This design comes from an exercise in tuning for few clock cycles on the open sky130 flow, not from production work.
At most, simulation tests tie the RTL to the original design; equivalence was not proved.
No functional check of the RTL was part of run 2.
Power is estimated from default activity; no workload was simulated.

## flow/design.v (module list and top-level ports; edited modules follow where they fit)
// module regfile: 39 lines
// module alu: 48 lines
// module prefix_add: 31 lines
// module less_than: 19 lines
// module cmp: 19 lines
// module csr: 251 lines
// module hazard: 19 lines
// module busio: 38 lines
// module fetch: 393 lines
// module icache_bank: 66 lines
// module decode: 337 lines
// module execute: 77 lines
// module memory: 17 lines
// module writeback: 75 lines
// module pipeline: 793 lines
// module core: 55 lines
module core #(
    parameter RESET_VECTOR = 32'h8000_0000
) (
    input clk,
    input reset,
    input meip,
    output ext_valid,
    output ext_instruction,
    input ext_ready,
    output [31:0] ext_address,
    output [31:0] ext_write_data,
    output [3:0] ext_write_strobe,
    input [31:0] ext_read_data
);
  // ...
==> flow/run.sh <==
#!/bin/bash
# synth_recipe.tcl (not shown) runs the flow's synth.tcl, then flattens the netlist and writes it again
# the make line also repeats each setting of config.mk as NAME=value (left out here)
make -C /OpenROAD-flow-scripts/flow DESIGN_CONFIG=/design/flow/config.mk WORK_HOME=/design/flow/orfs CLKGATE_MAP_FILE= SYNTH_SCRIPT=/design/flow/synth_recipe.tcl finish
==> flow/config.mk <==
export PLATFORM = sky130hd
export DESIGN_NAME = core
export DESIGN_NICKNAME = core
export VERILOG_FILES = /design/flow/design.v
export SDC_FILE = /design/flow/constraint.sdc
export NUM_CORES = 4
export LEC_CHECK = 0
export CAP_MARGIN = 20
export CORE_MARGIN = 2
export CORE_UTILIZATION = 30
export PLACE_DENSITY = 0.45
export SETUP_SLACK_MARGIN = 0.25
export SLEW_MARGIN = 20
==> flow/constraint.sdc <==
create_clock -name core_clock -period 7.5 [get_ports {clk}]
set_input_delay 1.5000 -clock core_clock [delete_from_list [all_inputs] [get_ports {clk}]]
set_output_delay 1.5000 -clock core_clock [all_outputs]
set_load 0.01 [all_outputs]
==> reports/summary.txt, run 1 <==
status: no timing/DRC/antenna violations
Std-Cell Rows: 452
Setup WS pre-CTS: -1860 ps
Post-CTS Setup Bufs: 17
Post-synth ARST share: 0
Clock-cell share: 0.0669
Signal buffers: 3910
CP arrival: 8270 ps
largest family of logic cells by synthesized area: multiplexers
total CTS buffers: 1176
worst r2r path cells: 22
predominant post-synthesis flop cell: edfxtp_1
Worst setup endpoint: core_pipeline.pipeline_fetch.bti_pc[1][24]$_DFFE_PP_
Sw Ratio: 0.443
GRT overflow: 0
Final Util: 0.361
critical path capture point type: register
top cells by count, synth: 8475 x edfxtp_1, 3148 x nand2_1, 2082 x nor2_1, 1790 x clkbuf_1, 1685 x mux4_2
Fill cells: 145967
Post-DRT Antenna Nets: 0
Die W: 1230 um
most used routing layer: met2
number of sequential cells: 9176
R2R Setup Slk: 160 ps
CP startpoint kind: register
most frequent cells in the layout: 8475 x edfxtp_1, 3308 x buf_4, 3115 x nand2_1
critical path startpoint: core_pipeline.pipeline_fetch.pc[2]$_SDFF_PP0_
HP Class: reg -> reg
simple-gate area share of the yosys netlist: 0.0799
pin count of the biggest net entering global routing: 138
worst hold slack: 351 ps
CTS clk-pin slew, worst paths: 60 ps
Logic pwr share: 0.475
CTS Hold Bufs: 0
die height: 1230 um
Pint: 131 mW
period utilization: 0.978
drt pass-1 iters: 14
post-CTS sizing: 54
post-synthesis compound-gate area fraction: 0.121
GR Util met3: 0.0906
hold endpoint: core_pipeline.w_mret$_DFFE_PN_
Testbench counts, summed over its fixed seeds: cycles 56,333.
==> module regfile, before the edit <==
module regfile (
    input clk,
    input [4:0] rs1_address,
    input [4:0] rs2_address,
    input [4:0] rs3_address,
    input [4:0] rs4_address,
    output reg [31:0] rs1_data,
    output reg [31:0] rs2_data,
    output reg [31:0] rs3_data,
    output reg [31:0] rs4_data,
    input [4:0] rd_address,
    input [31:0] rd_data,
    input [4:0] rd2_address,
    input [31:0] rd2_data
);
    reg [31:0] registers [1:31];
    integer i;
    always @(*) begin
        rs1_data = 0;
        rs2_data = 0;
        rs3_data = 0;
        rs4_data = 0;
        for (i = 1; i < 32; i = i + 1) begin
            rs1_data = rs1_data | ({32{rs1_address == i}} & registers[i]);
            rs2_data = rs2_data | ({32{rs2_address == i}} & registers[i]);
            rs3_data = rs3_data | ({32{rs3_address == i}} & registers[i]);
            rs4_data = rs4_data | ({32{rs4_address == i}} & registers[i]);
        end
    end
    always @(posedge clk) begin
        for (i = 1; i < 32; i = i + 1) begin
            if (rd2_address == i) begin
                registers[i] <= rd2_data;
            end else if (rd_address == i) begin
                registers[i] <= rd_data;
            end
        end
    end
endmodule
==> module alu, before the edit <==
module alu (
    input [31:0] input_a,
    input [31:0] input_b,
    input [2:0] function_select,
    input function_modifier,
    output [31:0] add_result,
    output reg [31:0] result
);
localparam ALU_ADD_SUB = 3'b000;
localparam ALU_SLL     = 3'b001;
localparam ALU_SLT     = 3'b010;
localparam ALU_SLTU    = 3'b011;
localparam ALU_XOR     = 3'b100;
localparam ALU_SRL_SRA = 3'b101;
localparam ALU_OR      = 3'b110;
localparam ALU_AND_CLR = 3'b111;
/*verilator lint_off UNUSED*/  
wire [32:0] tmp_shifted = $signed({function_modifier ? input_a[31] : 1'b0, input_a}) >>> input_b[4:0];
/*verilator lint_on UNUSED*/
/*verilator lint_off PINCONNECTEMPTY*/
prefix_add alu_adder (
    .a(input_a),
    .b(input_b ^ {32{function_modifier}}),
    .carry_in(function_modifier),
    .sum(add_result),
    .carry_out()
);
/*verilator lint_on PINCONNECTEMPTY*/
wire slt;
less_than alu_less (
    .a(input_a),
    .b(input_b),
    .unsigned_compare(function_select[0]),
    .less(slt)
);
always @(*) begin
    case (function_select)
        ALU_ADD_SUB: result = add_result;
        ALU_SLL:     result = input_a << input_b[4:0];
        ALU_SLT,
        ALU_SLTU:    result = {31'b0, slt};
        ALU_XOR:     result = input_a ^ input_b;
        ALU_SRL_SRA: result = tmp_shifted[31:0];
        ALU_OR:      result = input_a | input_b;
        ALU_AND_CLR: result = (function_modifier ? ~input_a : input_a) & input_b;
    endcase
end
endmodule
==> module cmp, before the edit <==
module cmp (
    input [31:0] input_a,
    input [31:0] input_b,
    input [2:0] function_select,
    output result
);
wire usign = function_select[1];
wire less = function_select[2];
wire is_equal = (input_a == input_b);
wire is_less;
less_than cmp_less (
    .a(input_a),
    .b(input_b),
    .unsigned_compare(usign),
    .less(is_less)
);
wire quasi_result = less ? is_less : is_equal;
assign result = function_select[0] ? !quasi_result : quasi_result;
endmodule
==> inputs of run 2 (changes only) <==
==> flow/design.v (replaced) <==
module regfile (
    input clk,
    input [4:0] rs1_address,
    input [4:0] rs2_address,
    output reg [31:0] rs1_data,
    output reg [31:0] rs2_data,
    input [4:0] rd_address,
    input [31:0] rd_data
);
    reg [31:0] registers [0:31];
    always @(*) begin
        rs1_data = registers[rs1_address];
    end
    always @(*) begin
        rs2_data = registers[rs2_address];
    end
    always @(posedge clk) begin
        registers[rd_address] <= rd_data;
    end
endmodule
module alu (
    input clk,
    input stall,
    input [31:0] input_a,
    input [31:0] input_b,
    input [2:0] function_select,
    input function_modifier,
    output [31:0] add_result,
    output reg [31:0] result
);
localparam ALU_ADD_SUB = 3'b000;
localparam ALU_SLL     = 3'b001;
localparam ALU_SLT     = 3'b010;
localparam ALU_SLTU    = 3'b011;
localparam ALU_XOR     = 3'b100;
localparam ALU_SRL_SRA = 3'b101;
localparam ALU_OR      = 3'b110;
localparam ALU_AND_CLR = 3'b111;
/*verilator lint_off UNUSED*/  
wire [32:0] tmp_shifted = $signed({function_modifier ? input_a[31] : 1'b0, input_a}) >>> input_b[4:0];
/*verilator lint_on UNUSED*/
assign add_result = result_add_sub;
reg [31:0] result_add_sub;
reg [31:0] result_sll;
reg [31:0] result_slt;
reg [31:0] result_xor;
reg [31:0] result_srl_sra;
reg [31:0] result_or;
reg [31:0] result_and_clr;
reg [2:0] old_function;
always @(posedge clk) begin
    if (!stall) begin
        old_function <= function_select;
        result_add_sub <= input_a + (function_modifier ? -input_b : input_b);
        result_sll <= input_a << input_b[4:0];
        result_slt <= {
            {31{1'b0}},
            (
                $signed({function_select[0] ? 1'b0 : input_a[31], input_a})
                < $signed({function_select[0] ? 1'b0 : input_b[31], input_b})
            )
        }; 
        result_xor <= input_a ^ input_b;
        result_srl_sra <= tmp_shifted[31:0];
        result_or <= input_a | input_b;
        result_and_clr <= (function_modifier ? ~input_a : input_a) & input_b;
    end
end
always @(*) begin
    case (old_function)
        ALU_ADD_SUB: result = result_add_sub;
        ALU_SLL:     result = result_sll;
        ALU_SLT,
        ALU_SLTU:    result = result_slt; 
        ALU_XOR:     result = result_xor;
        ALU_SRL_SRA: result = result_srl_sra;
        ALU_OR:      result = result_or;
        ALU_AND_CLR: result = result_and_clr;
    endcase
end
endmodule
module cmp (
    input clk,
    input stall,
    input [31:0] input_a,
    input [31:0] input_b,
    input [2:0] function_select,
    output result
);
reg quasi_result;
reg negate;
wire usign = function_select[1];
wire less = function_select[2];
wire is_equal = (input_a == input_b);
wire is_less = ($signed({usign ? 1'b0 : input_a[31], input_a}) < $signed({usign ? 1'b0 : input_b[31], input_b}));
always @(posedge clk) begin
    if (!stall) begin
        negate <= function_select[0];
        quasi_result <= less ? is_less : is_equal;
    end
end
assign result = negate ? !quasi_result : quasi_result;
endmodule
module csr (
    input clk,
    input reset,
    input meip,
    input [11:0] read_address,
    output reg [31:0] read_data,
    output reg readable,
    output reg writeable,
    input write_enable,
    input [11:0] write_address,
    input [31:0] write_data,
    input retired,
    input traped,
    input mret,
    input [31:0] ecp,
    input [3:0] trap_cause,
    input interupt,
    output eip,
    output tip,
    output sip,
    output [31:0] trap_vector,
    output [31:0] mret_vector
);
reg [63:0] cycle;
reg [63:0] instret;
reg pie;
reg ie;
reg meie;
reg msie;
reg msip;
reg mtie;
reg mtip;
reg [31:0] mtvec;
reg [31:0] mscratch;
reg [31:0] mecp;
reg [3:0] mcause;
reg minterupt;
reg [63:0] mtimecmp;
assign eip = ie && meie && meip;
assign tip = ie && mtie && mtip;
assign sip = ie && msie && msip;
assign trap_vector = mtvec;
assign mret_vector = mecp;
always @(*) begin
    casez (read_address)
        12'hc00, 12'hc01: begin  
            read_data = cycle[31:0];
            readable = 1;
            writeable = 0;
        end
        12'hc02: begin  
            read_data = instret[31:0];
            readable = 1;
            writeable = 0;
        end
        12'hc80, 12'hc81: begin  
            read_data = cycle[63:32];
            readable = 1;
            writeable = 0;
        end
        12'hc82: begin  
            read_data = instret[63:32];
            readable = 1;
            writeable = 0;
        end
        12'hc03, 12'hc04, 12'hc05, 12'hc06, 12'hc07, 12'hc08, 12'hc09, 12'hc0a, 12'hc0b, 12'hc0c, 12'hc0d, 12'hc0e, 12'hc0f, 12'hc1?,
        12'hc83, 12'hc84, 12'hc85, 12'hc86, 12'hc87, 12'hc88, 12'hc89, 12'hc8a, 12'hc8b, 12'hc8c, 12'hc8d, 12'hc8e, 12'hc8f,
        12'hc9?: begin  
            read_data = 0;
            readable = 1;
            writeable = 0;
        end
        12'hf11, 12'hf12, 12'hf13, 12'hf14: begin  
            read_data = 0;
            readable = 1;
            writeable = 0;
        end
        12'h300: begin  
            read_data = {1'b0, 8'b0, 1'b0, 1'b0, 1'b0, 1'b0, 1'b0, 1'b0, 2'b0, 2'b0, 2'b0, 2'b0, 1'b0, pie, 1'b0, 1'b0, 1'b0, ie, 1'b0, 1'b0, 1'b0};
            readable = 1;
            writeable = 1;
        end
        12'h301: begin  
            read_data = {2'b1, 4'b0, 26'b00000000000000000100000000};
            readable = 1;
            writeable = 1;
        end
        12'h344: begin  
            read_data = {20'b0, meip, 1'b0, 1'b0, 1'b0, mtip, 1'b0, 1'b0, 1'b0, msip, 1'b0, 1'b0, 1'b0};
            readable = 1;
            writeable = 1;
        end
        12'h304: begin  
            read_data = {20'b0, meie, 1'b0, 1'b0, 1'b0, mtie, 1'b0, 1'b0, 1'b0, msie, 1'b0, 1'b0, 1'b0};
            readable = 1;
            writeable = 1;
        end
        12'h305: begin  
            read_data = {mtvec[31:2], 2'b00};
            readable = 1;
            writeable = 1;
        end
        12'h340: begin  
            read_data = mscratch;
            readable = 1;
            writeable = 1;
        end
        12'h341: begin  
            read_data = mecp;
            readable = 1;
            writeable = 1;
        end
        12'h342: begin  
            read_data = {minterupt, 27'b0, mcause};
            readable = 1;
            writeable = 1;
        end
        12'h343: begin  
            read_data = 0;
            readable = 1;
            writeable = 1;
        end
        12'hb00, 12'hb01: begin  
            read_data = cycle[31:0];
            readable = 1;
            writeable = 1;
        end
        12'hb02: begin  
            read_data = instret[31:0];
            readable = 1;
            writeable = 1;
        end
        12'hb80, 12'hb81: begin  
            read_data = cycle[63:32];
            readable = 1;
            writeable = 1;
        end
        12'hb82: begin  
            read_data = instret[63:32];
            readable = 1;
            writeable = 1;
        end
        12'hb03, 12'hb04, 12'hb05, 12'hb06, 12'hb07, 12'hb08, 12'hb09, 12'hb0a, 12'hb0b, 12'hb0c, 12'hb0d, 12'hb0e, 12'hb0f, 12'hb1?,
        12'hb83, 12'hb84, 12'hb85, 12'hb86, 12'hb87, 12'hb88, 12'hb89, 12'hb8a, 12'hb8b, 12'hb8c, 12'hb8d, 12'hb8e, 12'hb8f,
        12'hb9?: begin  
            read_data = 0;
            readable = 1;
            writeable = 1;
        end
        12'h32?, 12'h33?: begin  
            read_data = 0;
            readable = 1;
            writeable = 1;
        end
        12'hbc0: begin  
            read_data = mtimecmp[31:0];
            readable = 1;
            writeable = 1;
        end
        12'hbc1: begin  
            read_data = mtimecmp[63:32];
            readable = 1;
            writeable = 1;
        end
        default: begin
            read_data = 0;
            readable = 0;
            writeable = 0;
        end
    endcase
end
always @(posedge clk) begin
    if (traped) begin
        pie <= ie;
        ie <= 0;
        mecp <= ecp;
        minterupt <= interupt;
        mcause <= trap_cause;
    end else if (mret) begin
        ie <= pie;
        pie <= 1;
    end
    cycle <= cycle + 1;
    if (retired) begin
        instret <= instret + 1;
    end
    if (write_enable) begin
        casez (write_address)
            12'h300: begin  
                ie <= write_data[3];
                pie <= write_data[7];
            end
            12'h344: begin  
                msip <= write_data[3];
            end
            12'h304: begin  
                msie <= write_data[3];
                mtie <= write_data[7];
                meie <= write_data[11];
            end
            12'h305: begin  
                mtvec <= {write_data[31:2], 2'b00};
            end
            12'h340: begin  
                mscratch <= write_data;
            end
            12'h341: begin  
                mecp <= write_data;
            end
            12'h342: begin  
                minterupt <= write_data[31];
                mcause <= write_data[3:0];
            end
            12'hb00, 12'hb01: begin  
                cycle[31:0] <= write_data;
            end
            12'hb02: begin  
                instret[31:0] <= write_data;
            end
            12'hb80, 12'hb81: begin  
                cycle[63:32] <= write_data;
            end
            12'hb82: begin  
                instret[63:32] <= write_data;
            end
            12'hbc0: begin  
                mtimecmp[31:0] <= write_data;
            end
            12'hbc1: begin  
                mtimecmp[63:32] <= write_data;
            end
            default: begin
            end
        endcase
    end
    if (reset) begin
        ie <= 0;
        pie <= 0;
        mcause <= 0;
        minterupt <= 0;
        cycle <= 0;
        instret <= 0;
    end
    mtip <= cycle >= mtimecmp;
end
endmodule
module hazard (
    input reset,
    input valid_decode,
    input [4:0] rs1_address_decode,
    input [4:0] rs2_address_decode,
    input uses_rs1,
    input uses_rs2,
    input uses_csr,
    input valid_execute,
    input [4:0] rd_address_execute,
    input csr_write_execute,
    input valid_memory,
    input [4:0] rd_address_memory,
    input csr_write_memory,
    input branch_taken,
    input mret_memory,
    input load_store,
    input bypass_memory,
    input valid_writeback,
    input csr_write_writeback,
    input mret_writeback,
    input wfi,
    input traped,
    input fetch_ready,
    input mem_ready,
    output stall_fetch,
    output invalidate_fetch,
    output stall_decode,
    output invalidate_decode,
    output stall_execute,
    output invalidate_execute,
    output stall_memory,
    output invalidate_memory
);
assign stall_fetch = stall_decode || data_hazard;
assign stall_decode = stall_execute;
assign stall_execute = stall_memory
    || (!mem_ready && load_store)
    || (valid_memory && mret_memory);
assign stall_memory = wfi;
wire trap_invalidate = mret_writeback || traped;
wire branch_invalidate = branch_taken || trap_invalidate;
wire data_hazard = valid_decode && (
    (valid_execute && rd_address_execute != 0 && (
        uses_rs1 && rs1_address_decode == rd_address_execute
        || uses_rs2 && rs2_address_decode == rd_address_execute
    ))
    || (valid_memory && rd_address_memory != 0 && !bypass_memory && (
        uses_rs1 && rs1_address_decode == rd_address_memory
        || uses_rs2 && rs2_address_decode == rd_address_memory
    ))
    || uses_csr && (
        csr_write_execute && valid_execute
        || csr_write_memory && valid_memory
        || csr_write_writeback && valid_writeback
    ));
assign invalidate_fetch = reset || branch_invalidate || (!fetch_ready && !stall_fetch);
assign invalidate_decode = reset || branch_invalidate || (data_hazard && !stall_decode);
assign invalidate_execute = reset || branch_invalidate;
assign invalidate_memory = reset || trap_invalidate || (!mem_ready && load_store);
endmodule
module busio (
    output ext_valid,
    output ext_instruction,
    input ext_ready,
    output [31:0] ext_address,
    output [31:0] ext_write_data,
    output reg [3:0] ext_write_strobe,
    input [31:0] ext_read_data,
    input [31:0] fetch_address,
    output [31:0] fetch_data,
    output fetch_ready,
    output reg [31:0] mem_load_data,
    output mem_ready,
    input [31:0] mem_address,
    input [31:0] mem_store_data,
    input [1:0] mem_size,
    input mem_signed,
    input mem_load,
    input mem_store
);
assign ext_valid = 1;
assign ext_instruction = !(mem_load || mem_store);
assign ext_address = ((mem_load || mem_store) ? mem_address : fetch_address) & 32'hffff_fffc;
assign ext_write_data = mem_store_data << (8 * mem_address[1:0]);
always @(*) begin
    if (!mem_store) begin
        ext_write_strobe = 0;
    end else if (mem_size == 0) begin
        ext_write_strobe = (4'b0001 << mem_address[1:0]);
    end else if (mem_size == 1) begin
        ext_write_strobe = (4'b0011 << mem_address[1:0]);
    end else if (mem_size == 2) begin
        ext_write_strobe = 4'b1111;
    end else begin
        ext_write_strobe = 0;
    end
end
assign fetch_data = ext_read_data;
assign fetch_ready = (ext_ready && ext_instruction);
assign mem_ready = (ext_ready && !ext_instruction);
wire [31:0] tmp_load_data = (ext_read_data >> (mem_address[1:0] * 8));
always @(*) begin
    if (mem_size == 0) begin
        if (mem_signed) begin
            mem_load_data = {{24{tmp_load_data[7]}}, tmp_load_data[7:0]};
        end else begin
            mem_load_data = {24'b0, tmp_load_data[7:0]};
        end
    end else if (mem_size == 1) begin
        if (mem_signed) begin
            mem_load_data = {{16{tmp_load_data[15]}}, tmp_load_data[15:0]};
        end else begin
            mem_load_data = {16'b0, tmp_load_data[15:0]};
        end
    end else if (mem_size == 2) begin
        mem_load_data = tmp_load_data;
    end else begin
        mem_load_data = 0;
    end
end
endmodule
module fetch #(
    parameter RESET_VECTOR = 32'h8000_0000
) (
    input clk,
    input reset,
    input branch,
    input [31:0] branch_vector,
    input trap,
    input mret,
    input [31:0] trap_vector,
    input [31:0] mret_vector,
    input stall,
    input invalidate,
    output [31:0] fetch_address,
    input [31:0] fetch_data,
    output reg [31:0] pc_out,
    output reg [31:0] next_pc_out,
    output reg [31:0] instruction_out,
    output reg valid_out
);
reg [31:0] pc;
assign fetch_address = pc;
wire [31:0] next_pc = pc + 4;
always @(posedge clk) begin
    if (reset) begin
        pc <= RESET_VECTOR;
    end else if (trap) begin
        pc <= trap_vector;
    end else if (mret) begin
        pc <= mret_vector;
    end else if (branch) begin
        pc <= branch_vector;
    end else begin
        pc <= (stall || invalidate) ? pc : next_pc;
    end
end
always @(posedge clk) begin
    valid_out <= (stall ? valid_out : 1) && !invalidate;
    if (!stall) begin
        pc_out <= pc;
        next_pc_out <= next_pc;
        instruction_out <= fetch_data;
    end
end
endmodule
module decode (
    input clk,
    input [31:0] pc_in,
    input [31:0] next_pc_in,
    input [31:0] instruction_in,
    input valid_in,
    input stall,
    input invalidate,
    output reg uses_rs1,
    output reg uses_rs2,
    output reg uses_csr,
    output [4:0] rs1_address,
    output [4:0] rs2_address,
    input [31:0] rs1_data,
    input [31:0] rs2_data,
    output [11:0] csr_address,
    input [31:0] csr_data,
    input csr_readable,
    input csr_writeable,
    input [4:0] bypass_memory_address,
    input [31:0] bypass_memory_data,
    input [4:0] bypass_writeback_address,
    input [31:0] bypass_writeback_data,
    output reg [31:0] pc_out,
    output reg [31:0] next_pc_out,
    output reg [31:0] rs1_data_out,
    output reg [31:0] rs2_data_out,
    output reg [31:0] rs1_bypass_out,
    output reg [31:0] rs2_bypass_out,
    output reg rs1_bypassed_out,
    output reg rs2_bypassed_out,
    output reg [31:0] csr_data_out,
    output reg [31:0] imm_data_out,
    output reg [2:0] alu_function_out,
    output reg alu_function_modifier_out,
    output reg [1:0] alu_select_a_out,
    output reg [1:0] alu_select_b_out,
    output reg [2:0] cmp_function_out,
    output reg jump_out,
    output reg branch_out,
    output reg csr_read_out,
    output reg csr_write_out,
    output reg csr_readable_out,
    output reg csr_writeable_out,
    output reg load_out,
    output reg store_out,
    output reg [1:0] load_store_size_out,
    output reg load_signed_out,
    output reg bypass_memory_out,
    output reg [1:0] write_select_out,
    output reg [4:0] rd_address_out,
    output reg [11:0] csr_address_out,
    output reg mret_out,
    output reg wfi_out,
    output reg valid_out,
    output reg [3:0] ecause_out,
    output reg exception_out
);
localparam ALU_ADD_SUB = 3'b000;
localparam ALU_OR      = 3'b110;
localparam ALU_AND_CLR = 3'b111;
localparam ALU_SEL_REG = 2'b00;
localparam ALU_SEL_IMM = 2'b01;
localparam ALU_SEL_PC  = 2'b10;
localparam ALU_SEL_CSR = 2'b11;
localparam WRITE_SEL_ALU     = 2'b00;
localparam WRITE_SEL_CSR     = 2'b01;
localparam WRITE_SEL_LOAD    = 2'b10;
localparam WRITE_SEL_NEXT_PC = 2'b11;
wire [31:0] instr = instruction_in;
assign rs1_address = instr[19:15];
assign rs2_address = instr[24:20];
assign csr_address = instr[31:20];
always @(*) begin
    case (instr[6:0])
        7'b1100111,  
        7'b0000011,  
        7'b0010011:  
        begin 
            uses_rs1 = valid_in;
            uses_rs2 = 0;
            uses_csr = 0;
        end
        7'b1100011,  
        7'b0100011,  
        7'b0110011:  
        begin 
            uses_rs1 = valid_in;
            uses_rs2 = valid_in;
            uses_csr = 0;
        end
        7'b1110011 : begin  
            uses_rs2 = 0;
            case (instr[14:12])
                3'b001: begin  
                    uses_rs1 = valid_in;
                    uses_csr = valid_in && (rd_address != 0);
                end
                3'b010,  
                3'b011:  
                begin 
                    uses_rs1 = valid_in;
                    uses_csr = valid_in;
                end
                3'b101: begin  
                    uses_rs1 = 0;
                    uses_csr = valid_in && (rd_address != 0);
                end
                3'b110,  
                3'b111:  
                begin 
                    uses_rs1 = 0;
                    uses_csr = valid_in;
                end
                default: begin
                    uses_rs1 = 0;
                    uses_csr = 0;
                end
            endcase
        end
        default : begin
            uses_rs1 = 0;
            uses_rs2 = 0;
            uses_csr = 0;
        end
    endcase
end
wire [4:0] rd_address = instr[11:7];
wire [31:0] u_type_imm_data = {instr[31:12], 12'b0};
wire [31:0] j_type_imm_data = {{12{instr[31]}}, instr[19:12], instr[20], instr[30:21], 1'b0};
wire [31:0] i_type_imm_data = {{20{instr[31]}}, instr[31:20]};
wire [31:0] s_type_imm_data = {{20{instr[31]}}, instr[31:25], instr[11:7]};
wire [31:0] b_type_imm_data = {{20{instr[31]}}, instr[7], instr[30:25], instr[11:8], 1'b0};
wire [31:0] csr_type_imm_data = {27'b0, rs1_address};
always @(posedge clk) begin
    valid_out <= (stall ? valid_out : valid_in) && !invalidate;
    if (!stall) begin
        pc_out <= pc_in;
        next_pc_out <= next_pc_in;
        rs1_data_out <= rs1_data;
        rs2_data_out <= rs2_data;
        csr_data_out <= csr_data;
        imm_data_out <= 0;
        csr_address_out <= csr_address;
        csr_readable_out <= csr_readable;
        csr_writeable_out <= csr_writeable;
        alu_function_out <= ALU_OR;
        alu_function_modifier_out <= 0;
        alu_select_a_out <= ALU_SEL_IMM;
        alu_select_b_out <= ALU_SEL_IMM;
        write_select_out <= WRITE_SEL_ALU;
        jump_out <= 0;
        branch_out <= 0;
        load_out <= 0;
        store_out <= 0;
        rd_address_out <= 0;
        bypass_memory_out <= 0;
        csr_read_out <= 0;
        csr_write_out <= 0;
        mret_out <= 0;
        wfi_out <= 0;
        ecause_out <= 0;
        exception_out <= 0;
        cmp_function_out <= instr[14:12];
        load_store_size_out <= instr[13:12];
        load_signed_out <= !instr[14];
        case (instr[6:0])
            7'b0110111 : begin  
                imm_data_out <= u_type_imm_data;
                rd_address_out <= rd_address;
                bypass_memory_out <= 1;
            end
            7'b0010111 : begin  
                alu_function_out <= ALU_ADD_SUB;
                alu_select_a_out <= ALU_SEL_PC;
                imm_data_out <= u_type_imm_data;
                rd_address_out <= rd_address;
                bypass_memory_out <= 1;
            end
            7'b1101111 : begin  
                alu_function_out <= ALU_ADD_SUB;
                alu_select_a_out <= ALU_SEL_PC;
                imm_data_out <= j_type_imm_data;
                write_select_out <= WRITE_SEL_NEXT_PC;
                branch_out <= 1;
                jump_out <= 1;
                rd_address_out <= rd_address;
            end
            7'b1100111 : begin  
                alu_function_out <= ALU_ADD_SUB;
                alu_select_a_out <= ALU_SEL_REG;
                imm_data_out <= i_type_imm_data;
                write_select_out <= WRITE_SEL_NEXT_PC;
                branch_out <= 1;
                jump_out <= 1;
                rd_address_out <= rd_address;
                if (instr[14:12] != 0) begin
                    ecause_out <= 2;
                    exception_out <= 1;
                end
            end
            7'b1100011 : begin  
                alu_function_out <= ALU_ADD_SUB;
                alu_select_a_out <= ALU_SEL_PC;
                imm_data_out <= b_type_imm_data;
                branch_out <= 1;
                if (instr[14:13] == 2'b01) begin
                    ecause_out <= 2;
                    exception_out <= 1;
                end
            end
            7'b0000011 : begin  
                alu_function_out <= ALU_ADD_SUB;
                alu_select_a_out <= ALU_SEL_REG;
                imm_data_out <= i_type_imm_data;
                write_select_out <= WRITE_SEL_LOAD;
                load_out <= 1;
                rd_address_out <= rd_address;
                if (instr[13:12] == 2'b11 || (instr[14] && instr[13:12] == 2'b10)) begin
                    ecause_out <= 2;
                    exception_out <= 1;
                end
            end
            7'b0100011 : begin  
                alu_function_out <= ALU_ADD_SUB;
                alu_select_a_out <= ALU_SEL_REG;
                imm_data_out <= s_type_imm_data;
                store_out <= 1;
                if (instr[13:12] == 2'b11 || instr[14]) begin
                    ecause_out <= 2;
                    exception_out <= 1;
                end
            end
            7'b0010011 : begin  
                alu_function_out <= instr[14:12];
                alu_function_modifier_out <= (instr[14:12] == 3'b101 && instr[30]);
                alu_select_a_out <= ALU_SEL_REG;
                imm_data_out <= i_type_imm_data;
                write_select_out <= WRITE_SEL_ALU;
                rd_address_out <= rd_address;
                bypass_memory_out <= 1;
                if (
                    (instr[14:12] == 3'b001 && instr[31:25] != 0)
                    || (instr[14:12] == 3'b101 && (instr[31] != 0 || instr[29:25] != 0))
                ) begin
                    ecause_out <= 2;
                    exception_out <= 1;
                end
            end
            7'b0110011 : begin  
                alu_function_out <= instr[14:12];
                alu_function_modifier_out <= instr[30];
                alu_select_a_out <= ALU_SEL_REG;
                alu_select_b_out <= ALU_SEL_REG;
                write_select_out <= WRITE_SEL_ALU;
                rd_address_out <= rd_address;
                bypass_memory_out <= 1;
                if (instr[31:25] != 0 && (instr[31:25] != 7'b0100000 || (instr[14:12] != 0 && instr[14:12] != 3'b101))) begin
                    ecause_out <= 2;
                    exception_out <= 1;
                end
            end
            7'b0001111 : begin  
                if (instr[14:13] != 0) begin
                    ecause_out <= 2;
                    exception_out <= 1;
                end
            end
            7'b1110011 : begin  
                case (instr[14:12])
                    3'b000: begin  
                        case (instr[24:20])
                            5'b00000: begin  
                                ecause_out <= 11;
                                exception_out <= 1;
                                if (instr[31:25] != 0 || instr[19:15] != 0 || instr[11:7] != 0) begin
                                    ecause_out <= 2;
                                end
                            end
                            5'b00001: begin  
                                ecause_out <= 3;
                                exception_out <= 1;
                                if (instr[31:25] != 0 || instr[19:15] != 0 || instr[11:7] != 0) begin
                                    ecause_out <= 2;
                                end
                            end
                            5'b00010: begin  
                                mret_out <= 1;
                                if (instr[31:25] != 7'b0011000 || instr[19:15] != 0 || instr[11:7] != 0) begin
                                    ecause_out <= 2;
                                    exception_out <= 1;
                                end
                            end
                            5'b00101: begin  
                                wfi_out <= 1;
                                if (instr[31:25] != 7'b0001000 || instr[19:15] != 0 || instr[11:7] != 0) begin
                                    ecause_out <= 2;
                                    exception_out <= 1;
                                end
                            end
                            default: begin
                                ecause_out <= 2;
                                exception_out <= 1;
                            end
                        endcase
                    end
                    3'b001: begin  
                        rd_address_out <= rd_address;
                        bypass_memory_out <= 1;
                        alu_select_a_out <= ALU_SEL_REG;
                        csr_read_out <= (rd_address != 0);
                        csr_write_out <= 1;
                        write_select_out <= WRITE_SEL_CSR;
                    end
                    3'b010: begin  
                        rd_address_out <= rd_address;
                        bypass_memory_out <= 1;
                        alu_select_a_out <= ALU_SEL_REG;
                        alu_select_b_out <= ALU_SEL_CSR;
                        csr_read_out <= 1;
                        csr_write_out <= (rs1_address != 0);
                        write_select_out <= WRITE_SEL_CSR;
                    end
                    3'b011: begin  
                        rd_address_out <= rd_address;
                        bypass_memory_out <= 1;
                        alu_function_out <= ALU_AND_CLR;
                        alu_function_modifier_out <= 1;
                        alu_select_a_out <= ALU_SEL_REG;
                        alu_select_b_out <= ALU_SEL_CSR;
                        csr_read_out <= 1;
                        csr_write_out <= (rs1_address != 0);
                        write_select_out <= WRITE_SEL_CSR;
                    end
                    3'b101: begin  
                        rd_address_out <= rd_address;
                        bypass_memory_out <= 1;
                        imm_data_out <= csr_type_imm_data;
                        csr_read_out <= (rd_address != 0);
                        csr_write_out <= 1;
                        write_select_out <= WRITE_SEL_CSR;
                    end
                    3'b110: begin  
                        rd_address_out <= rd_address;
                        bypass_memory_out <= 1;
                        alu_select_b_out <= ALU_SEL_CSR;
                        imm_data_out <= csr_type_imm_data;
                        csr_read_out <= 1;
                        csr_write_out <= (rs1_address != 0);
                        write_select_out <= WRITE_SEL_CSR;
                    end
                    3'b111: begin  
                        rd_address_out <= rd_address;
                        bypass_memory_out <= 1;
                        alu_function_out <= ALU_AND_CLR;
                        alu_function_modifier_out <= 1;
                        alu_select_b_out <= ALU_SEL_CSR;
                        imm_data_out <= csr_type_imm_data;
                        csr_read_out <= 1;
                        csr_write_out <= (rs1_address != 0);
                        write_select_out <= WRITE_SEL_CSR;
                    end
                    default: begin
                        ecause_out <= 2;
                        exception_out <= 1;
                    end
                endcase
            end
            default : begin
                ecause_out <= 2;
                exception_out <= 1;
            end
        endcase
        case (rs1_address)
            0: begin
                rs1_bypassed_out <= 1;
                rs1_bypass_out <= 0;
            end
            bypass_memory_address: begin
                rs1_bypassed_out <= 1;
                rs1_bypass_out <= bypass_memory_data;
            end
            bypass_writeback_address: begin
                rs1_bypassed_out <= 1;
                rs1_bypass_out <= bypass_writeback_data;
            end
            default: begin
                rs1_bypassed_out <= 0;
                rs1_bypass_out <= 0;
            end
        endcase 
        case (rs2_address)
            0: begin
                rs2_bypassed_out <= 1;
                rs2_bypass_out <= 0;
            end
            bypass_memory_address: begin
                rs2_bypassed_out <= 1;
                rs2_bypass_out <= bypass_memory_data;
            end
            bypass_writeback_address: begin
                rs2_bypassed_out <= 1;
                rs2_bypass_out <= bypass_writeback_data;
            end
            default: begin
                rs2_bypassed_out <= 0;
                rs2_bypass_out <= 0;
            end
        endcase 
    end
end
endmodule
module execute (
    input clk,
    input [31:0] pc_in,
    input [31:0] next_pc_in,
    input [31:0] rs1_data_in,
    input [31:0] rs2_data_in,
    input [31:0] rs1_bypass_in,
    input [31:0] rs2_bypass_in,
    input rs1_bypassed_in,
    input rs2_bypassed_in,
    input [31:0] csr_data_in,
    input [31:0] imm_data_in,
    input [2:0] alu_function_in,
    input alu_function_modifier_in,
    input [1:0] alu_select_a_in,
    input [1:0] alu_select_b_in,
    input [2:0] cmp_function_in,
    input jump_in,
    input branch_in,
    input csr_read_in,
    input csr_write_in,
    input csr_readable_in,
    input csr_writeable_in,
    input load_in,
    input store_in,
    input [1:0] load_store_size_in,
    input load_signed_in,
    input bypass_memory_in,
    input [1:0] write_select_in,
    input [4:0] rd_address_in,
    input [11:0] csr_address_in,
    input mret_in,
    input wfi_in,
    input valid_in,
    input [3:0] ecause_in,
    input exception_in,
    input stall,
    input invalidate,
    output reg [31:0] pc_out,
    output reg [31:0] next_pc_out,
    output [31:0] alu_data_out,
    output [31:0] alu_addition_out,
    output reg [31:0] rs2_data_out,
    output reg [31:0] csr_data_out,
    output reg branch_out,
    output reg jump_out,
    output cmp_output_out,
    output reg load_out,
    output reg store_out,
    output reg [1:0] load_store_size_out,
    output reg load_signed_out,
    output reg bypass_memory_out,
    output reg [1:0] write_select_out,
    output reg [4:0] rd_address_out,
    output reg [11:0] csr_address_out,
    output reg csr_write_out,
    output reg mret_out,
    output reg wfi_out,
    output reg valid_out,
    output reg [3:0] ecause_out,
    output reg exception_out
);
localparam ALU_SEL_REG = 2'b00;
localparam ALU_SEL_IMM = 2'b01;
localparam ALU_SEL_PC  = 2'b10;
localparam ALU_SEL_CSR = 2'b11;
wire [31:0] acctual_rs1 = rs1_bypassed_in ? rs1_bypass_in : rs1_data_in;
wire [31:0] acctual_rs2 = rs2_bypassed_in ? rs2_bypass_in : rs2_data_in;
cmp ex_cmp (
    .clk(clk),
    .stall(stall),
    .input_a(acctual_rs1),
    .input_b(acctual_rs2),
    .function_select(cmp_function_in),
    .result(cmp_output_out)
);
reg [31:0] alu_input_a;
reg [31:0] alu_input_b;
always @(*) begin
    case (alu_select_a_in)
        ALU_SEL_REG : alu_input_a = acctual_rs1;
        ALU_SEL_IMM : alu_input_a = imm_data_in;
        ALU_SEL_PC  : alu_input_a = pc_in;
        ALU_SEL_CSR : alu_input_a = csr_data_in;
    endcase
    case (alu_select_b_in)
        ALU_SEL_REG : alu_input_b = acctual_rs2;
        ALU_SEL_IMM : alu_input_b = imm_data_in;
        ALU_SEL_PC  : alu_input_b = pc_in;
        ALU_SEL_CSR : alu_input_b = csr_data_in;
    endcase
end
alu ex_alu (
    .clk(clk),
    .stall(stall),
    .input_a(alu_input_a),
    .input_b(alu_input_b),
    .function_select(alu_function_in),
    .function_modifier(alu_function_modifier_in),
    .add_result(alu_addition_out),
    .result(alu_data_out)
);
wire csr_exception = ((csr_read_in && !csr_readable_in) || (csr_write_in && !csr_writeable_in));
always @(posedge clk) begin
    valid_out <= (stall ? valid_out : valid_in) && !invalidate;
    if (!stall) begin
        pc_out <= pc_in;
        next_pc_out <= next_pc_in;
        rs2_data_out <= acctual_rs2;
        csr_data_out <= csr_data_in;
        branch_out <= branch_in;
        jump_out <= jump_in;
        load_out <= load_in;
        store_out <= store_in;
        load_store_size_out <= load_store_size_in;
        load_signed_out <= load_signed_in;
        write_select_out <= write_select_in;
        rd_address_out <= rd_address_in;
        bypass_memory_out <= bypass_memory_in;
        csr_address_out <= csr_address_in;
        csr_write_out <= csr_write_in;
        mret_out <= mret_in;
        wfi_out <= wfi_in;
        if (!exception_in && csr_exception) begin
            ecause_out <= 2;
            exception_out <= 1;
        end else begin
            ecause_out <= ecause_in;
            exception_out <= exception_in;
        end
    end
end
endmodule
module memory (
    input clk,
    input [31:0] pc_in,
    input [31:0] next_pc_in,
    input [31:0] alu_data_in,
    input [31:0] alu_addition_in,
    input [31:0] rs2_data_in,
    input [31:0] csr_data_in,
    input branch_in,
    input jump_in,
    input cmp_output_in,
    input load_in,
    input store_in,
    input [1:0] load_store_size_in,
    input load_signed_in,
    input bypass_memory_in,
    input [1:0] write_select_in,
    input [4:0] rd_address_in,
    input [11:0] csr_address_in,
    input csr_write_in,
    input mret_in,
    input wfi_in,
    input valid_in,
    input [3:0] ecause_in,
    input exception_in,
    input stall,
    input invalidate,
    input trap,
    output [4:0] bypass_address,
    output [31:0] bypass_data,
    output [31:0] mem_address,
    output [31:0] mem_store_data,
    output [1:0] mem_size,
    output mem_signed,
    output mem_load,
    output mem_store,
    input [31:0] mem_load_data,
    output branch_taken,
    output [31:0] branch_address,
    output reg [31:0] pc_out,
    output reg [31:0] next_pc_out,
    output reg [31:0] alu_data_out,
    output reg [31:0] csr_data_out,
    output reg [31:0] load_data_out,
    output reg [1:0] write_select_out,
    output reg [4:0] rd_address_out,
    output reg [11:0] csr_address_out,
    output reg csr_write_out,
    output reg mret_out,
    output reg wfi_out,
    output reg valid_out,
    output reg [3:0] ecause_out,
    output reg exception_out
);
wire to_execute = !exception_in && valid_in && !trap;
assign bypass_address = (valid_in && bypass_memory_in) ? rd_address_in : 5'h0;
assign bypass_data = write_select_in[0] ? csr_data_in : alu_data_in;
wire valid_branch_address = (alu_addition_in[1:0] == 0);
reg valid_mem_address;
always @(*) begin
    case (load_store_size_in)
        2'b00: valid_mem_address = 1;
        2'b01: valid_mem_address = (alu_addition_in[0] == 0);
        2'b10: valid_mem_address = (alu_addition_in[1:0] == 0);
        2'b11: valid_mem_address = 0;
    endcase
end
wire should_branch = branch_in && (jump_in || cmp_output_in);
assign branch_taken = valid_in && valid_branch_address && should_branch;
assign branch_address = alu_addition_in;
assign mem_load = to_execute && valid_mem_address && load_in;
assign mem_store = to_execute && valid_mem_address && store_in;
assign mem_size = load_store_size_in;
assign mem_signed = load_signed_in;
assign mem_address = alu_addition_in;
assign mem_store_data = rs2_data_in;
always @(posedge clk) begin
    valid_out <= (stall ? valid_out : valid_in) && !invalidate;
    if (!stall) begin
        pc_out <= pc_in;
        next_pc_out <= next_pc_in;
        alu_data_out <= alu_data_in;
        csr_data_out <= csr_data_in;
        load_data_out <= mem_load_data;
        write_select_out <= write_select_in;
        rd_address_out <= rd_address_in;
        csr_address_out <= csr_address_in;
        csr_write_out <= csr_write_in;
        mret_out <= mret_in;
        wfi_out <= wfi_in;
        if (!exception_in && should_branch && !valid_branch_address) begin
            ecause_out <= 0;
            exception_out <= 1;
        end else if (!exception_in && (load_in || store_in) && !valid_mem_address) begin
            ecause_out <= load_in ? 4'h4 : 4'h6;
            exception_out <= 1;
        end else begin
            ecause_out <= ecause_in;
            exception_out <= exception_in;
        end
    end
end
endmodule
module writeback (
    input [31:0] pc_in,
    input [31:0] next_pc_in,
    input [31:0] alu_data_in,
    input [31:0] csr_data_in,
    input [31:0] load_data_in,
    input [1:0] write_select_in,
    input [4:0] rd_address_in,
    input [11:0] csr_address_in,
    input csr_write_in,
    input mret_in,
    input wfi_in,
    input valid_in,
    input [3:0] ecause_in,
    input exception_in,
    input sip,
    input tip,
    input eip,
    output [4:0] rd_address,
    output reg [31:0] rd_data,
    output csr_write,
    output [11:0] csr_address,
    output [31:0] csr_data,
    output traped,
    output mret,
    output wfi,
    output retired,
    output [31:0] ecp,
    output reg [3:0] ecause,
    output reg interupt
);
localparam WRITE_SEL_ALU     = 2'b00;
localparam WRITE_SEL_CSR     = 2'b01;
localparam WRITE_SEL_LOAD    = 2'b10;
localparam WRITE_SEL_NEXT_PC = 2'b11;
wire exception = exception_in && valid_in;
assign traped = (sip || tip || eip || exception);
assign ecp = wfi_in ? next_pc_in : pc_in;
assign wfi = valid_in && wfi_in;
assign retired = valid_in && !traped && !wfi;
assign mret = valid_in && mret_in;
always @(*) begin
    if (eip) begin
        ecause = 11;
        interupt = 1;
    end else if (tip) begin
        ecause = 7;
        interupt = 1;
    end else if (sip) begin
        ecause = 3;
        interupt = 1;
    end else if (exception_in) begin
        ecause = ecause_in;
        interupt = 0;
    end else begin
        ecause = 0;
        interupt = 0;
    end
end
assign rd_address = (!valid_in || traped) ? 5'h0 : rd_address_in;
always @(*) begin
    case (write_select_in)
        WRITE_SEL_ALU: rd_data = alu_data_in;
        WRITE_SEL_CSR: rd_data = csr_data_in;
        WRITE_SEL_LOAD: rd_data = load_data_in;
        WRITE_SEL_NEXT_PC: rd_data = next_pc_in;
    endcase
end
assign csr_write = valid_in && !traped && csr_write_in;
assign csr_address = csr_address_in;
assign csr_data = alu_data_in;
endmodule
module pipeline #(
    parameter RESET_VECTOR = 32'h8000_0000
) (
    input clk,
    input reset,
    input meip,
    input [31:0] fetch_data,
    input [31:0] mem_load_data,
    input fetch_ready,
    input mem_ready,
    output [31:0] fetch_address,
    output [31:0] mem_address,
    output [31:0] mem_store_data,
    output [1:0] mem_size,
    output mem_signed,
    output mem_load,
    output mem_store
);
csr pipeline_csr (
    .clk(clk),
    .reset(reset),
    .meip(meip),
    .read_address(decode_to_csr_read_address),
    .read_data(csr_to_decode_read_data),
    .readable(csr_to_decode_readable),
    .writeable(csr_to_decode_writable),
    .write_enable(writeback_to_csr_write_enable),
    .write_address(writeback_to_csr_write_address),
    .write_data(writeback_to_csr_write_data),
    .retired(writeback_to_csr_retired),
    .traped(global_traped),
    .mret(global_mret),
    .ecp(writeback_to_csr_ecp),
    .trap_cause(writeback_to_csr_trap_cause),
    .interupt(writeback_to_csr_interupt),
    .eip(csr_to_writeback_eip),
    .tip(csr_to_writeback_tip),
    .sip(csr_to_writeback_sip),
    .trap_vector(csr_to_fetch_trap_vector),
    .mret_vector(csr_to_fetch_mret_vector)
);
wire [11:0] decode_to_csr_read_address;
wire [31:0] csr_to_decode_read_data;
wire csr_to_decode_readable;
wire csr_to_decode_writable;
wire writeback_to_csr_write_enable;
wire [11:0] writeback_to_csr_write_address;
wire [31:0] writeback_to_csr_write_data;
wire writeback_to_csr_retired;
wire [31:0] writeback_to_csr_ecp;
wire [3:0] writeback_to_csr_trap_cause;
wire writeback_to_csr_interupt;
wire csr_to_writeback_eip;
wire csr_to_writeback_tip;
wire csr_to_writeback_sip;
wire [31:0] csr_to_fetch_trap_vector;
wire [31:0] csr_to_fetch_mret_vector;
wire global_traped;
wire global_mret;
wire global_wfi;
regfile pipeline_registers (
    .clk(clk),
    .rs1_address(decode_to_regfile_rs1_address),
    .rs2_address(decode_to_regfile_rs2_address),
    .rs1_data(regfile_to_decode_rs1_data),
    .rs2_data(regfile_to_decode_rs2_data),
    .rd_address(writeback_to_regfile_rd_address),
    .rd_data(writeback_to_regfile_rd_data)
);
wire [4:0] decode_to_regfile_rs1_address;
wire [4:0] decode_to_regfile_rs2_address;
wire [31:0] regfile_to_decode_rs1_data;
wire [31:0] regfile_to_decode_rs2_data;
wire [4:0] writeback_to_regfile_rd_address;
wire [31:0] writeback_to_regfile_rd_data;
hazard pipeline_hazard (
    .reset(reset),
    .valid_decode(fetch_to_decode_valid),
    .rs1_address_decode(decode_to_regfile_rs1_address),
    .rs2_address_decode(decode_to_regfile_rs2_address),
    .uses_rs1(decode_to_hazaed_uses_rs1),
    .uses_rs2(decode_to_hazaed_uses_rs2),
    .uses_csr(decode_to_hazaed_uses_csr),
    .valid_execute(decode_to_execute_valid),
    .rd_address_execute(decode_to_execute_rd_address),
    .csr_write_execute(decode_to_execute_csr_write),
    .valid_memory(execute_to_memory_valid),
    .rd_address_memory(execute_to_memory_rd_address),
    .csr_write_memory(execute_to_memory_csr_write),
    .branch_taken(global_branch_taken),
    .mret_memory(execute_to_memory_mret),
    .load_store(mem_load || mem_store),
    .bypass_memory(memory_to_decode_bypass_address != 0),
    .valid_writeback(memory_to_writeback_valid),
    .csr_write_writeback(writeback_to_csr_write_enable),
    .mret_writeback(global_mret),
    .traped(global_traped),
    .wfi(global_wfi),
    .fetch_ready(fetch_ready),
    .mem_ready(mem_ready),
    .stall_fetch(hazard_to_fetch_stall),
    .invalidate_fetch(hazard_to_fetch_invalidate),
    .stall_decode(hazard_to_decode_stall),
    .invalidate_decode(hazard_to_decode_invalidate),
    .stall_execute(hazard_to_execute_stall),
    .invalidate_execute(hazard_to_execute_invalidate),
    .stall_memory(hazard_to_memory_stall),
    .invalidate_memory(hazard_to_memory_invalidate)
);
wire decode_to_hazaed_uses_rs1;
wire decode_to_hazaed_uses_rs2;
wire decode_to_hazaed_uses_csr;
wire hazard_to_fetch_stall;
wire hazard_to_fetch_invalidate;
wire hazard_to_decode_stall;
wire hazard_to_decode_invalidate;
wire hazard_to_execute_stall;
wire hazard_to_execute_invalidate;
wire hazard_to_memory_stall;
wire hazard_to_memory_invalidate;
wire global_branch_taken;
fetch #(
    .RESET_VECTOR(RESET_VECTOR)
) pipeline_fetch (
    .clk(clk),
    .reset(reset),
    .branch(global_branch_taken),
    .branch_vector(memory_to_fetch_branch_address),
    .trap(global_traped),
    .mret(global_mret),
    .trap_vector(csr_to_fetch_trap_vector),
    .mret_vector(csr_to_fetch_mret_vector),
    .stall(hazard_to_fetch_stall),
    .invalidate(hazard_to_fetch_invalidate),
    .fetch_address(fetch_address),
    .fetch_data(fetch_data),
    .pc_out(fetch_to_decode_pc),
    .next_pc_out(fetch_to_decode_next_pc),
    .instruction_out(fetch_to_decode_instruction),
    .valid_out(fetch_to_decode_valid)
);
wire [31:0] memory_to_fetch_branch_address;
wire [31:0] fetch_to_decode_pc;
wire [31:0] fetch_to_decode_next_pc;
wire [31:0] fetch_to_decode_instruction;
wire fetch_to_decode_valid;
decode pipeline_decode (
    .clk(clk),
    .pc_in(fetch_to_decode_pc),
    .next_pc_in(fetch_to_decode_next_pc),
    .instruction_in(fetch_to_decode_instruction),
    .valid_in(fetch_to_decode_valid),
    .stall(hazard_to_decode_stall),
    .invalidate(hazard_to_decode_invalidate),
    .uses_rs1(decode_to_hazaed_uses_rs1),
    .uses_rs2(decode_to_hazaed_uses_rs2),
    .uses_csr(decode_to_hazaed_uses_csr),
    .rs1_address(decode_to_regfile_rs1_address),
    .rs2_address(decode_to_regfile_rs2_address),
    .rs1_data(regfile_to_decode_rs1_data),
    .rs2_data(regfile_to_decode_rs2_data),
    .csr_address(decode_to_csr_read_address),
    .csr_data(csr_to_decode_read_data),
    .csr_readable(csr_to_decode_readable),
    .csr_writeable(csr_to_decode_writable),
    .bypass_memory_address(memory_to_decode_bypass_address),
    .bypass_memory_data(memory_to_decode_bypass_data),
    .bypass_writeback_address(writeback_to_regfile_rd_address),
    .bypass_writeback_data(writeback_to_regfile_rd_data),
    .pc_out(decode_to_execute_pc),
    .next_pc_out(decode_to_execute_next_pc),
    .rs1_data_out(decode_to_execute_rs1_data),
    .rs2_data_out(decode_to_execute_rs2_data),
    .rs1_bypass_out(decode_to_execute_rs1_bypass),
    .rs2_bypass_out(decode_to_execute_rs2_bypass),
    .rs1_bypassed_out(decode_to_execute_rs1_bypassed),
    .rs2_bypassed_out(decode_to_execute_rs2_bypassed),
    .csr_data_out(decode_to_execute_csr_data),
    .imm_data_out(decode_to_execute_imm_data),
    .alu_function_out(decode_to_execute_alu_function),
    .alu_function_modifier_out(decode_to_execute_alu_function_modifier),
    .alu_select_a_out(decode_to_execute_alu_select_a),
    .alu_select_b_out(decode_to_execute_alu_select_b),
    .cmp_function_out(decode_to_execute_cmp_function),
    .jump_out(decode_to_execute_jump),
    .branch_out(decode_to_execute_branch),
    .csr_read_out(decode_to_execute_csr_read),
    .csr_write_out(decode_to_execute_csr_write),
    .csr_readable_out(decode_to_execute_csr_readable),
    .csr_writeable_out(decode_to_execute_csr_writeable),
    .load_out(decode_to_execute_load),
    .store_out(decode_to_execute_store),
    .load_store_size_out(decode_to_execute_load_store_size),
    .load_signed_out(decode_to_execute_load_signed),
    .bypass_memory_out(decode_to_execute_bypass_memory),
    .write_select_out(decode_to_execute_write_select),
    .rd_address_out(decode_to_execute_rd_address),
    .csr_address_out(decode_to_execute_csr_address),
    .mret_out(decode_to_execute_mret),
    .wfi_out(decode_to_execute_wfi),
    .valid_out(decode_to_execute_valid),
    .ecause_out(decode_to_execute_ecause),
    .exception_out(decode_to_execute_exception)
);
wire [4:0] memory_to_decode_bypass_address;
wire [31:0] memory_to_decode_bypass_data;
wire [31:0] decode_to_execute_pc;
wire [31:0] decode_to_execute_next_pc;
wire [31:0] decode_to_execute_rs1_data;
wire [31:0] decode_to_execute_rs2_data;
wire [31:0] decode_to_execute_rs1_bypass;
wire [31:0] decode_to_execute_rs2_bypass;
wire decode_to_execute_rs1_bypassed;
wire decode_to_execute_rs2_bypassed;
wire [31:0] decode_to_execute_csr_data;
wire [31:0] decode_to_execute_imm_data;
wire [2:0] decode_to_execute_alu_function;
wire decode_to_execute_alu_function_modifier;
wire [1:0] decode_to_execute_alu_select_a;
wire [1:0] decode_to_execute_alu_select_b;
wire [2:0] decode_to_execute_cmp_function;
wire decode_to_execute_jump;
wire decode_to_execute_branch;
wire decode_to_execute_csr_read;
wire decode_to_execute_csr_write;
wire decode_to_execute_csr_readable;
wire decode_to_execute_csr_writeable;
wire decode_to_execute_load;
wire decode_to_execute_store;
wire [1:0] decode_to_execute_load_store_size;
wire decode_to_execute_load_signed;
wire decode_to_execute_bypass_memory;
wire [1:0] decode_to_execute_write_select;
wire [4:0] decode_to_execute_rd_address;
wire [11:0] decode_to_execute_csr_address;
wire decode_to_execute_mret;
wire decode_to_execute_wfi;
wire decode_to_execute_valid;
wire [3:0] decode_to_execute_ecause;
wire decode_to_execute_exception;
execute pipeline_execute (
    .clk(clk),
    .pc_in(decode_to_execute_pc),
    .next_pc_in(decode_to_execute_next_pc),
    .rs1_data_in(decode_to_execute_rs1_data),
    .rs2_data_in(decode_to_execute_rs2_data),
    .rs1_bypass_in(decode_to_execute_rs1_bypass),
    .rs2_bypass_in(decode_to_execute_rs2_bypass),
    .rs1_bypassed_in(decode_to_execute_rs1_bypassed),
    .rs2_bypassed_in(decode_to_execute_rs2_bypassed),
    .csr_data_in(decode_to_execute_csr_data),
    .imm_data_in(decode_to_execute_imm_data),
    .alu_function_in(decode_to_execute_alu_function),
    .alu_function_modifier_in(decode_to_execute_alu_function_modifier),
    .alu_select_a_in(decode_to_execute_alu_select_a),
    .alu_select_b_in(decode_to_execute_alu_select_b),
    .cmp_function_in(decode_to_execute_cmp_function),
    .jump_in(decode_to_execute_jump),
    .branch_in(decode_to_execute_branch),
    .csr_read_in(decode_to_execute_csr_read),
    .csr_write_in(decode_to_execute_csr_write),
    .csr_readable_in(decode_to_execute_csr_readable),
    .csr_writeable_in(decode_to_execute_csr_writeable),
    .load_in(decode_to_execute_load),
    .store_in(decode_to_execute_store),
    .load_store_size_in(decode_to_execute_load_store_size),
    .load_signed_in(decode_to_execute_load_signed),
    .bypass_memory_in(decode_to_execute_bypass_memory),
    .write_select_in(decode_to_execute_write_select),
    .rd_address_in(decode_to_execute_rd_address),
    .csr_address_in(decode_to_execute_csr_address),
    .mret_in(decode_to_execute_mret),
    .wfi_in(decode_to_execute_wfi),
    .valid_in(decode_to_execute_valid),
    .ecause_in(decode_to_execute_ecause),
    .exception_in(decode_to_execute_exception),
    .stall(hazard_to_execute_stall),
    .invalidate(hazard_to_execute_invalidate),
    .pc_out(execute_to_memory_pc),
    .next_pc_out(execute_to_memory_next_pc),
    .alu_data_out(execute_to_memory_alu_data),
    .alu_addition_out(execute_to_memory_alu_addition),
    .rs2_data_out(execute_to_memory_rs2_data),
    .csr_data_out(execute_to_memory_csr_data),
    .branch_out(execute_to_memory_branch),
    .jump_out(execute_to_memory_jump),
    .cmp_output_out(execute_to_memory_cmp_output),
    .load_out(execute_to_memory_load),
    .store_out(execute_to_memory_store),
    .load_store_size_out(execute_to_memory_load_store_size),
    .load_signed_out(execute_to_memory_load_signed),
    .bypass_memory_out(execute_to_memory_bypass_memory),
    .write_select_out(execute_to_memory_write_select),
    .rd_address_out(execute_to_memory_rd_address),
    .csr_address_out(execute_to_memory_csr_address),
    .csr_write_out(execute_to_memory_csr_write),
    .mret_out(execute_to_memory_mret),
    .wfi_out(execute_to_memory_wfi),
    .valid_out(execute_to_memory_valid),
    .ecause_out(execute_to_memory_ecause),
    .exception_out(execute_to_memory_exception)
);
wire [31:0] execute_to_memory_pc;
wire [31:0] execute_to_memory_next_pc;
wire [31:0] execute_to_memory_alu_data;
wire [31:0] execute_to_memory_alu_addition;
wire [31:0] execute_to_memory_rs2_data;
wire [31:0] execute_to_memory_csr_data;
wire execute_to_memory_branch;
wire execute_to_memory_jump;
wire execute_to_memory_cmp_output;
wire execute_to_memory_load;
wire execute_to_memory_store;
wire [1:0] execute_to_memory_load_store_size;
wire execute_to_memory_load_signed;
wire execute_to_memory_bypass_memory;
wire [1:0] execute_to_memory_write_select;
wire [4:0] execute_to_memory_rd_address;
wire [11:0] execute_to_memory_csr_address;
wire execute_to_memory_csr_write;
wire execute_to_memory_mret;
wire execute_to_memory_wfi;
wire execute_to_memory_valid;
wire [3:0] execute_to_memory_ecause;
wire execute_to_memory_exception;
memory pipeline_memory (
    .clk(clk),
    .pc_in(execute_to_memory_pc),
    .next_pc_in(execute_to_memory_next_pc),
    .alu_data_in(execute_to_memory_alu_data),
    .alu_addition_in(execute_to_memory_alu_addition),
    .rs2_data_in(execute_to_memory_rs2_data),
    .csr_data_in(execute_to_memory_csr_data),
    .branch_in(execute_to_memory_branch),
    .jump_in(execute_to_memory_jump),
    .cmp_output_in(execute_to_memory_cmp_output),
    .load_in(execute_to_memory_load),
    .store_in(execute_to_memory_store),
    .load_store_size_in(execute_to_memory_load_store_size),
    .load_signed_in(execute_to_memory_load_signed),
    .bypass_memory_in(execute_to_memory_bypass_memory),
    .write_select_in(execute_to_memory_write_select),
    .rd_address_in(execute_to_memory_rd_address),
    .csr_address_in(execute_to_memory_csr_address),
    .csr_write_in(execute_to_memory_csr_write),
    .mret_in(execute_to_memory_mret),
    .wfi_in(execute_to_memory_wfi),
    .valid_in(execute_to_memory_valid),
    .ecause_in(execute_to_memory_ecause),
    .exception_in(execute_to_memory_exception),
    .stall(hazard_to_memory_stall),
    .invalidate(hazard_to_memory_invalidate),
    .trap(global_traped),
    .bypass_address(memory_to_decode_bypass_address),
    .bypass_data(memory_to_decode_bypass_data),
    .mem_address(mem_address),
    .mem_store_data(mem_store_data),
    .mem_size(mem_size),
    .mem_signed(mem_signed),
    .mem_load(mem_load),
    .mem_store(mem_store),
    .mem_load_data(mem_load_data),
    .branch_taken(global_branch_taken),
    .branch_address(memory_to_fetch_branch_address),
    .pc_out(memory_to_writeback_pc),
    .next_pc_out(memory_to_writeback_next_pc),
    .alu_data_out(memory_to_writeback_alu_data),
    .csr_data_out(memory_to_writeback_csr_data),
    .load_data_out(memory_to_writeback_load_data),
    .write_select_out(memory_to_writeback_write_select),
    .rd_address_out(memory_to_writeback_rd_address),
    .csr_address_out(memory_to_writeback_csr_address),
    .csr_write_out(memory_to_writeback_csr_write),
    .mret_out(memory_to_writeback_mret),
    .wfi_out(memory_to_writeback_wfi),
    .valid_out(memory_to_writeback_valid),
    .ecause_out(memory_to_writeback_ecause),
    .exception_out(memory_to_writeback_exception)
);
wire [31:0] memory_to_writeback_pc;
wire [31:0] memory_to_writeback_next_pc;
wire [31:0] memory_to_writeback_alu_data;
wire [31:0] memory_to_writeback_csr_data;
wire [31:0] memory_to_writeback_load_data;
wire [1:0] memory_to_writeback_write_select;
wire [4:0] memory_to_writeback_rd_address;
wire [11:0] memory_to_writeback_csr_address;
wire memory_to_writeback_csr_write;
wire memory_to_writeback_mret;
wire memory_to_writeback_wfi;
wire memory_to_writeback_valid;
wire [3:0] memory_to_writeback_ecause;
wire memory_to_writeback_exception;
writeback pipeline_writeback (
    .pc_in(memory_to_writeback_pc),
    .next_pc_in(memory_to_writeback_next_pc),
    .alu_data_in(memory_to_writeback_alu_data),
    .csr_data_in(memory_to_writeback_csr_data),
    .load_data_in(memory_to_writeback_load_data),
    .write_select_in(memory_to_writeback_write_select),
    .rd_address_in(memory_to_writeback_rd_address),
    .csr_address_in(memory_to_writeback_csr_address),
    .csr_write_in(memory_to_writeback_csr_write),
    .mret_in(memory_to_writeback_mret),
    .wfi_in(memory_to_writeback_wfi),
    .valid_in(memory_to_writeback_valid),
    .ecause_in(memory_to_writeback_ecause),
    .exception_in(memory_to_writeback_exception),
    .sip(csr_to_writeback_sip),
    .tip(csr_to_writeback_tip),
    .eip(csr_to_writeback_eip),
    .rd_address(writeback_to_regfile_rd_address),
    .rd_data(writeback_to_regfile_rd_data),
    .csr_write(writeback_to_csr_write_enable),
    .csr_address(writeback_to_csr_write_address),
    .csr_data(writeback_to_csr_write_data),
    .traped(global_traped),
    .mret(global_mret),
    .wfi(global_wfi),
    .retired(writeback_to_csr_retired),
    .ecp(writeback_to_csr_ecp),
    .ecause(writeback_to_csr_trap_cause),
    .interupt(writeback_to_csr_interupt)
);
endmodule
module core #(
    parameter RESET_VECTOR = 32'h8000_0000
) (
    input clk,
    input reset,
    input meip,
    output ext_valid,
    output ext_instruction,
    input ext_ready,
    output [31:0] ext_address,
    output [31:0] ext_write_data,
    output [3:0] ext_write_strobe,
    input [31:0] ext_read_data
);
pipeline #(
    .RESET_VECTOR(RESET_VECTOR)
) core_pipeline (
    .clk(clk),
    .reset(reset),
    .meip(meip),
    .fetch_data(fetch_data),
    .mem_load_data(mem_load_data),
    .fetch_ready(fetch_ready),
    .mem_ready(mem_ready),
    .fetch_address(fetch_address),
    .mem_address(mem_address),
    .mem_store_data(mem_store_data),
    .mem_size(mem_size),
    .mem_signed(mem_signed),
    .mem_load(mem_load),
    .mem_store(mem_store)
);
wire [31:0] fetch_data;
wire [31:0] fetch_address;
wire fetch_ready;
wire [31:0] mem_load_data;
wire [31:0] mem_address;
wire [31:0] mem_store_data;
wire [1:0] mem_size;
wire mem_signed;
wire mem_load;
wire mem_store;
wire mem_ready;
busio core_busio (
    .ext_valid(ext_valid),
    .ext_instruction(ext_instruction),
    .ext_ready(ext_ready),
    .ext_address(ext_address),
    .ext_write_data(ext_write_data),
    .ext_write_strobe(ext_write_strobe),
    .ext_read_data(ext_read_data),
    .fetch_address(fetch_address),
    .fetch_data(fetch_data),
    .fetch_ready(fetch_ready),
    .mem_load_data(mem_load_data),
    .mem_ready(mem_ready),
    .mem_address(mem_address),
    .mem_store_data(mem_store_data),
    .mem_size(mem_size),
    .mem_signed(mem_signed),
    .mem_load(mem_load),
    .mem_store(mem_store)
);
endmodule
==> flow/config.mk (replaced) <==
export PLATFORM = sky130hd
export DESIGN_NAME = core
export DESIGN_NICKNAME = core
export VERILOG_FILES = /design/flow/design.v
export SDC_FILE = /design/flow/constraint.sdc
export NUM_CORES = 4
export LEC_CHECK = 0
export CAP_MARGIN = 20
export CORE_MARGIN = 2
export CORE_UTILIZATION = 40
export SLEW_MARGIN = 20
==> run 2 against run 1 <==
  * Still clean on timing, DRC and antenna
  * Register-to-register slack improved by 830 ps
  * Hold slack improved by 42 ps
  * Fmax increased by 13%
  * Critical path type unchanged
  * Largest power group is now registers
==> reports/summary.txt, run 2 <==
CP startpoint kind: register
CTS tree: yes
Post-synth ARST share: 0 (unchanged)
power share of the clock group: 0.414
predominant post-synthesis flop cell: edfxtp_1
Nets: 7684
CTS clk-pin slew, worst paths: 70 ps (about the same)
top cells by count, synth: 2091 x edfxtp_1, 762 x mux4_2, 643 x nor2_1, 427 x nand2_1, 349 x clkbuf_1
setup violators final: 0
Sw Ratio: 0.241 (-0.203)
GRT overflow: 0 (unchanged)
CP arrival: 7210 ps (-1060 ps)
DRT iter0 DRCs: 9820
critical path capture point type: register
number of max-cap violations: 0
worst r2r path cells: 18 (-18%)
drt pass-1 iters: 10 (-4)
per-cell routed wire length: 33.6 um
core area: 276000 um2
worst relative slew slack: 0.169
period utilization: 0.868 (-0.110)
pin count of the biggest net entering global routing: 168 (+22%)
synth unique cells: 92
residual DRC count: 0
Std-Cell Rows: 193 (-57%)
HP Class: reg -> reg
Syn. warnings: 10
Logic pwr share: 0.079 (-0.396)
status: no timing/DRC/antenna violations
Pint: 21.8 mW (-83%)
clock sink count: 2295
post-CTS sizing: 0 (-100%)
Seq pwr share: 0.507
final WL: 381000 um
WP data required: 8200 ps
clk root buf: clkbuf_16
Fmax: 154 MHz
CTS Hold Bufs: 0 (unchanged)
hold endpoint: core_pipeline.pipeline_memory.csr_data_out[30]$_DFFE_PN_
initial antenna violation count: 43
Largest register FFs: 1024
total CTS buffers: 247 (-79%)
Post-CTS Setup Bufs: 0 (-17)
Synth top area share: 0.566
cell taking the most area after synthesis: edfxtp_1
Die W: 530 um (-57%)
final max-slew violation count: 0
CP Class: reg -> reg
HPWL after detailed placement: 261000 um
Most flops, register: core_pipeline.pipeline_registers.registers
Final Util: 0.450 (+0.0893)
Max IR drop VDD: 0.206 mV
switching pwr: 6.91 mW
Clock Skews: 76.7 ps
clk latency of the worst-skew pair: 950 ps
Setup WS pre-CTS: 1150 ps (+3010 ps)
Final Hold Viols: 0
synth top area cells: edfxtp_1 57%, mux4_2 15%, dfxtp_1 3.7%
most frequent cells in the layout: 2091 x edfxtp_1, 762 x mux4_2, 605 x nor2_1
total number of vias: 70739
layout cells sized above 1: 0.202
Post-DRT Antenna Nets: 0 (unchanged)
vias in the first global route: 68750
IO Count: 106
R2R Setup Slk: 990 ps (+830 ps)
worst-margin pin slew: 1230 ps
first-pass GRT wire length: 532000 um
H-tree depth: 4
RSZ-0062 raised after global routing: false
die height: 530 um (-57%)
Pwr Density: 231 nW/um2
-- run 2: cell types whose count changed after synthesis, moves of 923 or more --
cell / change
nand2_1: -2721
mux2_2: -1021
mux4_2: -923
a22oi_1: -1325
edfxtp_1: -6384
a21oi_1: -1043
clkbuf_1: -1441
nor2_1: -1439
-- run 2: worst max path at each step --
stage	to	slack, ps	cells past startpoint
after floorplan	register	-5690	9
after global placement	register	1250	18
after detailed placement	register	1150	18
after CTS	register	1110	18
after global routing	register	550	18
final	register	990	18
-- run 2: area by class of cell --
class / count / area (um2)
clock inverters: 140 / 1200
repair buffers: 258 / 2420
diodes: 9 / 22.5
flip-flops and latches: 2295 / 66900
multi-input cells: 4357 / 41500
inverters: 285 / 1080
clock buffers: 308 / 6560
fillers: 24165 / 152000
well taps: 3705 / 4640
-- run 2: cell families (layout without fill, tap and decap cells) --
group | Yosys count | after routing | share of synthesized area
mux | 1230 | 1230 | 0.199
fa+ha+maj | 204 | 204 | 0.0231
flops | 2295 | 2295 | 0.603
buf+inv | 757 | 991 | 0.0261
xor+xnor | 253 | 253 | 0.0200
compound gates | 1064 | 1064 | 0.0630
other cells | 2 | 12 | 0.0000677
simple gates | 1603 | 1603 | 0.0655
-- run 2: per-stage QoR --
stage | power (mW) | instance area (um2) | hold slack (ps) | std cells | setup TNS, ps
4_1_cts | 28.9 | 124000 | 391 | 11348 | 0
2_1_floorplan | 15.9 | 111000 | 400 | 7409 | -3769940
5_1_grt | 29.5 | 124000 | 406 | 11350 | 0
3_5_place_dp | 17.1 | 117000 | 405 | 10900 | 0
3_3_place_gp | 17.0 | 116000 | 401 | 10895 | 0
6_report | 28.7 | 124000 | 393 | 11357 | 0
-- run 2: power groups by stage --
stage / Sequential, mW / Clock (mW) / Combinational [mW]
floorplan: 14.6 / 0 / 1.38
global placement: 14.8 / 0 / 2.21
detailed placement: 14.8 / 0 / 2.23
CTS: 14.6 / 12.1 / 2.24
global route: 14.6 / 12.5 / 2.37
finish: 14.6 / 11.9 / 2.26
-- run 2: metal layers --
layer	wire [um]	global-route usage	vias to the layer above
li1	-	-	29202
met1	145000	0.354	36809
met2	179000	0.426	3944
met3	34400	0.0427	772
met4	23500	0.144	12
met5	79	0	-
-- run 2: worst max-delay path, stage by stage, from the launching register on --
cell,delay [ps]
edfxtp_1,630
inv_1,460
o311ai_0,240
nand4_1,220
buf_4,300
clkinv_1,640
nand3_1,400
o21ai_0,160
xnor2_1,180
ha_1,390
nand3_1,160
nor2_1,210
a31o_2,200
a2bb2oi_1,90
o21ai_0,580
a21oi_1,270
o31ai_1,690
nand3_1,140
o311ai_0,320
